Source: an optimization exercise on an open RTL-to-GDS flow (aim: small area). Production flows keep margins and buffers that such runs may drop. In this exercise RTL edits were held to simulation tests only and were not proved equivalent to the original. The clock port is modelled as an ideal driver; clocking choices that lean on that would not hold on a real chip.

trial 11:
Design sqrt, start of the top module:
module sqrt(input RESET, PREVIOUS, NEXT,CLK, input [31:0] N , input [31:0] DELTA , output [63:0] m);
export LEC_CHECK = 0
export CAP_MARGIN = 20
export CORE_MARGIN = 2
export CORE_UTILIZATION = 50
export CTS_BUF_LIST = sky130_fd_sc_hd__clkbuf_8
export CTS_CLUSTER_DIAMETER = 60
export CTS_CLUSTER_SIZE = 16
export SETUP_SLACK_MARGIN = 0.1
export SLEW_MARGIN = 20
export SYNTH_HIERARCHICAL = 1
export SYNTH_MINIMUM_KEEP_SIZE = 0
create_clock -name core_clock -period 15.0 [get_ports {CLK}]
standard.sh (not shown) runs the stock make flow with config.mk's settings and CLKGATE_MAP_FILE= SYNTH_SCRIPT=/design/flow/synth_recipe.tcl, a recipe that flattens the netlist after the stock synthesis.
==> flow/flow/run.sh <==
#!/bin/bash
# Standard ORFS layout with four changes: ports are buffered with the smallest
# buffer, clock tree synthesis inserts no dummy loads, and after clock tree
# synthesis the clock buffers whose flip-flop clock pins see a slow slew are
# upsized (flow/post_cts.tcl); the output ports tied low share one tie cell
# (flow/post_floorplan.tcl).
set -euo pipefail
here=$(pwd)
bash standard.sh \
  BUFFER_PORTS_ARGS="-buffer_cell sky130_fd_sc_hd__buf_1" \
  CTS_ARGS="-sink_clustering_enable -repair_clock_nets -sink_clustering_size 16 -sink_clustering_max_diameter 60 -buf_list {sky130_fd_sc_hd__clkbuf_8} -dont_use_dummy_load" \
  POST_CTS_TCL="$here/flow/post_cts.tcl" \
  POST_FLOORPLAN_TCL="$here/flow/post_floorplan.tcl" \
  finish > flow_make.log 2>&1
Other scripts of this flow, unchanged in this note and not shown: flow/flow/post_cts.tcl, flow/flow/post_floorplan.tcl
The following lists how build 31 was set up differently from trial 11:
-- flow/design.v --
<<< trial 11, line 10
    reg        nz;       
    reg [30:0] dh;       
    reg [4:0]  it;
    reg [31:0] mr;
    assign m = {32'd0, mr};
>>> build 31, line 10
    reg        nz;       
    reg [30:0] dh;       
    reg [4:0]  it;       
    reg [31:0] mr;
    assign m = {32'd0, mr};
<<< trial 11, line 18
    wire active = load | ~done;
    wire [32:0] sum;
    wire [32:0] sk_c;
    assign sk_c[0] = 1'b0;
    genvar g;
    generate
        for (g = 0; g < 32; g = g + 1) begin : add_hl
            sqrt_fa u_fa (.a(A[g]), .b(B[g]), .c(sk_c[g]), .s(sum[g]), .co(sk_c[g+1]));
        end
>>> build 31, line 18
    wire active = load | ~done;
    wire [32:0] sum;
    wire [32:1] sk_c;
    genvar g;
    generate
        assign sum[0]  = 1'b0;    
        assign sk_c[1] = A[0] & B[0];
        for (g = 1; g < 32; g = g + 1) begin : add_hl
            sqrt_fa u_fa (.a(A[g]), .b(B[g]), .c(sk_c[g]), .s(sum[g]), .co(sk_c[g+1]));
        end
<<< trial 11, line 721
    wire [31:0] dpre  = load ? DELTA : {1'b0, dh};
    wire [31:0] duse  = RESET ? 32'd1 : {1'b0, dpre[31:1]};
    wire [4:0] itpre = load ? 5'd0 : it;
    reg  [31:0] sw;
    reg         p1, z1;
>>> build 31, line 722
    wire [31:0] dpre  = load ? DELTA : {1'b0, dh};
    wire [31:0] duse  = RESET ? 32'd1 : {1'b0, dpre[31:1]};
    wire [4:0] itpre = load ? 5'd1 : it;
    reg  [31:0] sw;
    reg         p1, z1;
<<< trial 11, line 775
        nz <= (prv & ~|N) | (load & q0);
        dh <= dpre[31:1];
        it <= itpre + 5'd1;
        if (NEXT | PREVIOUS) begin
            s  <= sw;
        end
        if (active) begin
            done <= RESET | (itpre == 5'd17);
            mr   <= RESET ? 32'd1 : c;
            if (NEXT | PREVIOUS) begin
>>> build 31, line 776
        nz <= (prv & ~|N) | (load & q0);
        dh <= dpre[31:1];
        it <= {itpre[3:0], itpre[4] ^ itpre[2]};
        if (NEXT | PREVIOUS) begin
            s  <= sw;
        end
        if (active) begin
            done <= RESET | (itpre == 5'b10001);    
            mr   <= RESET ? 32'd1 : c;
            if (NEXT | PREVIOUS) begin
## What came out
Build 31 ended with every stage complete and zero timing, DRC or antenna violations.
Between build 31 and trial 11, the wire length of the first global-routing pass does not differ in any meaningful way.
On stage delay of the slowest cell on the critical path, trial 11 and build 31 are neck and neck.
From trial 11 to build 31 the numbers moved as follows: routability congestion estimate from global placement fell 0.055; post-route fraction of the period consumed by the critical path decreased 0.36 points.


run a:
sqrt, a different RTL version from the one above (not shown whole).
Size: about 1400 cells after synthesis, ~200 flip-flops, about 14000 um2 of cells after synthesis.
export LEC_CHECK = 0
export CAP_MARGIN = 20
export CORE_MARGIN = 2
export CORE_UTILIZATION = 50
export CTS_BUF_LIST = sky130_fd_sc_hd__clkbuf_8
export CTS_CLUSTER_DIAMETER = 60
export CTS_CLUSTER_SIZE = 16
export SETUP_SLACK_MARGIN = 0.1
export SLEW_MARGIN = 20
export SYNTH_HIERARCHICAL = 1
export SYNTH_MINIMUM_KEEP_SIZE = 0
create_clock -name core_clock -period 15.0 [get_ports {CLK}]
==> flow/flow/run.sh <==
#!/bin/bash
# Standard ORFS layout with three changes: ports are buffered with the smallest
# buffer, clock tree synthesis inserts no dummy loads, and after clock tree
# synthesis the clock buffers whose flip-flop clock pins see a slow slew are
# upsized (flow/post_cts.tcl).
set -euo pipefail
here=$(pwd)
bash standard.sh \
  BUFFER_PORTS_ARGS="-buffer_cell sky130_fd_sc_hd__buf_1" \
  CTS_ARGS="-sink_clustering_enable -repair_clock_nets -sink_clustering_size 16 -sink_clustering_max_diameter 60 -buf_list {sky130_fd_sc_hd__clkbuf_8} -dont_use_dummy_load" \
  POST_CTS_TCL="$here/flow/post_cts.tcl" \
  finish > flow_make.log 2>&1
==> flow/flow/post_cts.tcl <==
# Upsize the clock buffers that drive flip-flop clock pins with a slow slew.
estimate_parasitics -placement
foreach pass {1 2 3} {
  set todo {}
  foreach p [get_pins -hierarchical */CLK] {
    if {[get_property $p slew_max] > 0.100} {
      set net [get_nets -of_objects $p]
      foreach d [get_pins -of_objects $net -filter "direction == output"] {
        lappend todo [get_full_name [get_cells -of_objects $d]]
      }
    }
  }
  set n 0
  foreach i [lsort -unique $todo] {
    set ref [get_property [get_cells $i] ref_name]
    set to ""
    if {$ref eq "sky130_fd_sc_hd__clkbuf_4"} { set to sky130_fd_sc_hd__clkbuf_8 }
    if {$ref eq "sky130_fd_sc_hd__clkbuf_8"} { set to sky130_fd_sc_hd__clkbuf_16 }
    if {$to ne ""} { replace_cell [get_cells $i] $to; incr n }
  }
  puts "post_cts pass $pass: upsized $n clock buffers"
  if {$n == 0} { break }
  estimate_parasitics -placement
}
detailed_placement
Run a finished every step from synthesis to the final layout, and the layout passed the timing, DRC and antenna checks.
> inputs changed (run a -> run b)
--- a/flow/design.v
+++ b/flow/design.v
@@ -14,17 +14,17 @@
     assign m = {32'd0, mr};
     wire load   = PREVIOUS & NEXT;
     wire nxt    = NEXT & ~PREVIOUS;
     wire prv    = PREVIOUS & ~NEXT;
     wire active = load | ~done;
     wire [32:0] sum;
-    wire [32:0] sk_c;
-    assign sk_c[0] = 1'b0;
+    wire [32:1] sk_c;
     genvar g;
     generate
-        for (g = 0; g < 32; g = g + 1) begin : add_hl
+        sqrt_ha u_ha0 (.a(A[0]), .b(B[0]), .s(sum[0]), .co(sk_c[1]));
+        for (g = 1; g < 32; g = g + 1) begin : add_hl
             sqrt_fa u_fa (.a(A[g]), .b(B[g]), .c(sk_c[g]), .s(sum[g]), .co(sk_c[g+1]));
         end
     endgenerate
     assign sum[32] = sk_c[32];
     wire cy17 = sk_c[17];
     wire [31:0] c   = sum[32:1];
@@ -748,15 +748,15 @@
             sqrt_fa u_fa (.a(b[g]), .b(dx[g]), .c(a_c[g]), .s(a[g]), .co(a_c[g+1]));
         end
         sqrt_ha u_ha (.a(b[K]), .b(dx[K]), .s(t[K]), .co(t_c[K+1]));
         for (g = K + 1; g < 32; g = g + 1) begin : add_t
             sqrt_fa u_fa (.a(b[g]), .b(dx[g]), .c(t_c[g]), .s(t[g]), .co(t_c[g+1]));
         end
-        assign t_p[K] = a_c[K];
+        assign t_p[K] = 1'b1;
         for (g = K; g < 32; g = g + 1) begin : inc_t
-            assign a[g]     = t[g] ^ t_p[g];
+            assign a[g]     = t[g] ^ (a_c[K] & t_p[g]);
             assign t_p[g+1] = t_p[g] & t[g];
         end
     endgenerate
     reg [31:0] u;
     reg        q0;
     integer j;
Results
- Total routing resource utilization after global routing essentially unchanged between run b and run a.
- Routed length on met1 is higher on run a
- On post-synthesis xor/xnor area fraction, the higher figure sits with run b, not run a.
- Run b — final estimated routing congestion in global placement 3.5% higher, run a as reference
- Relative to run a, adder-cell share of the synthesized area has decreased by 0.67 points in run b.
- Fraction of cell area in non-clock buffers: run b < run a
- On total non-filler cell area in the finished layout: between run b and run a, it ends up lower for run b.

port drivers added, routing unchanged:
Ports are ideal in the flow. The routed layouts listed here were re-timed in OpenROAD. Step 1 (the two cells are an assumption about what drives the block):
set clk [get_ports {CLK}]
set_driving_cell -lib_cell sky130_fd_sc_hd__clkbuf_16 $clk
set_driving_cell -lib_cell sky130_fd_sc_hd__buf_2 [delete_from_list [all_inputs] $clk]
Step 2 moves the port delays by t, midway between the first and last clock arrival at a register: inputs arrive t later, outputs are due t later. That takes back most of the time a late clock gives input paths. Three values: no drivers, after step 1, after step 2; two values: the first two.
run	shift t [ns]	slack for setup (ns)	hold WS [ns]
trial 11	0.517	0.945 / 0.966 / 0.449	0.418 / 0.418 / 0.418
build 31	0.524	0.999 / 1.023 / 0.499	0.455 / 0.455 / 0.455
run a	0.518	0.591 / 0.609 / 0.091	0.416 / 0.416 / 0.416
run b	0.528	0.880 / 0.901 / 0.374	0.414 / 0.414 / 0.414
After both steps setup and hold are still met in every run listed. For run b, which loses most, drivers alone change the setup slack by +0.021 ns; drivers and shift together by -0.506 ns.
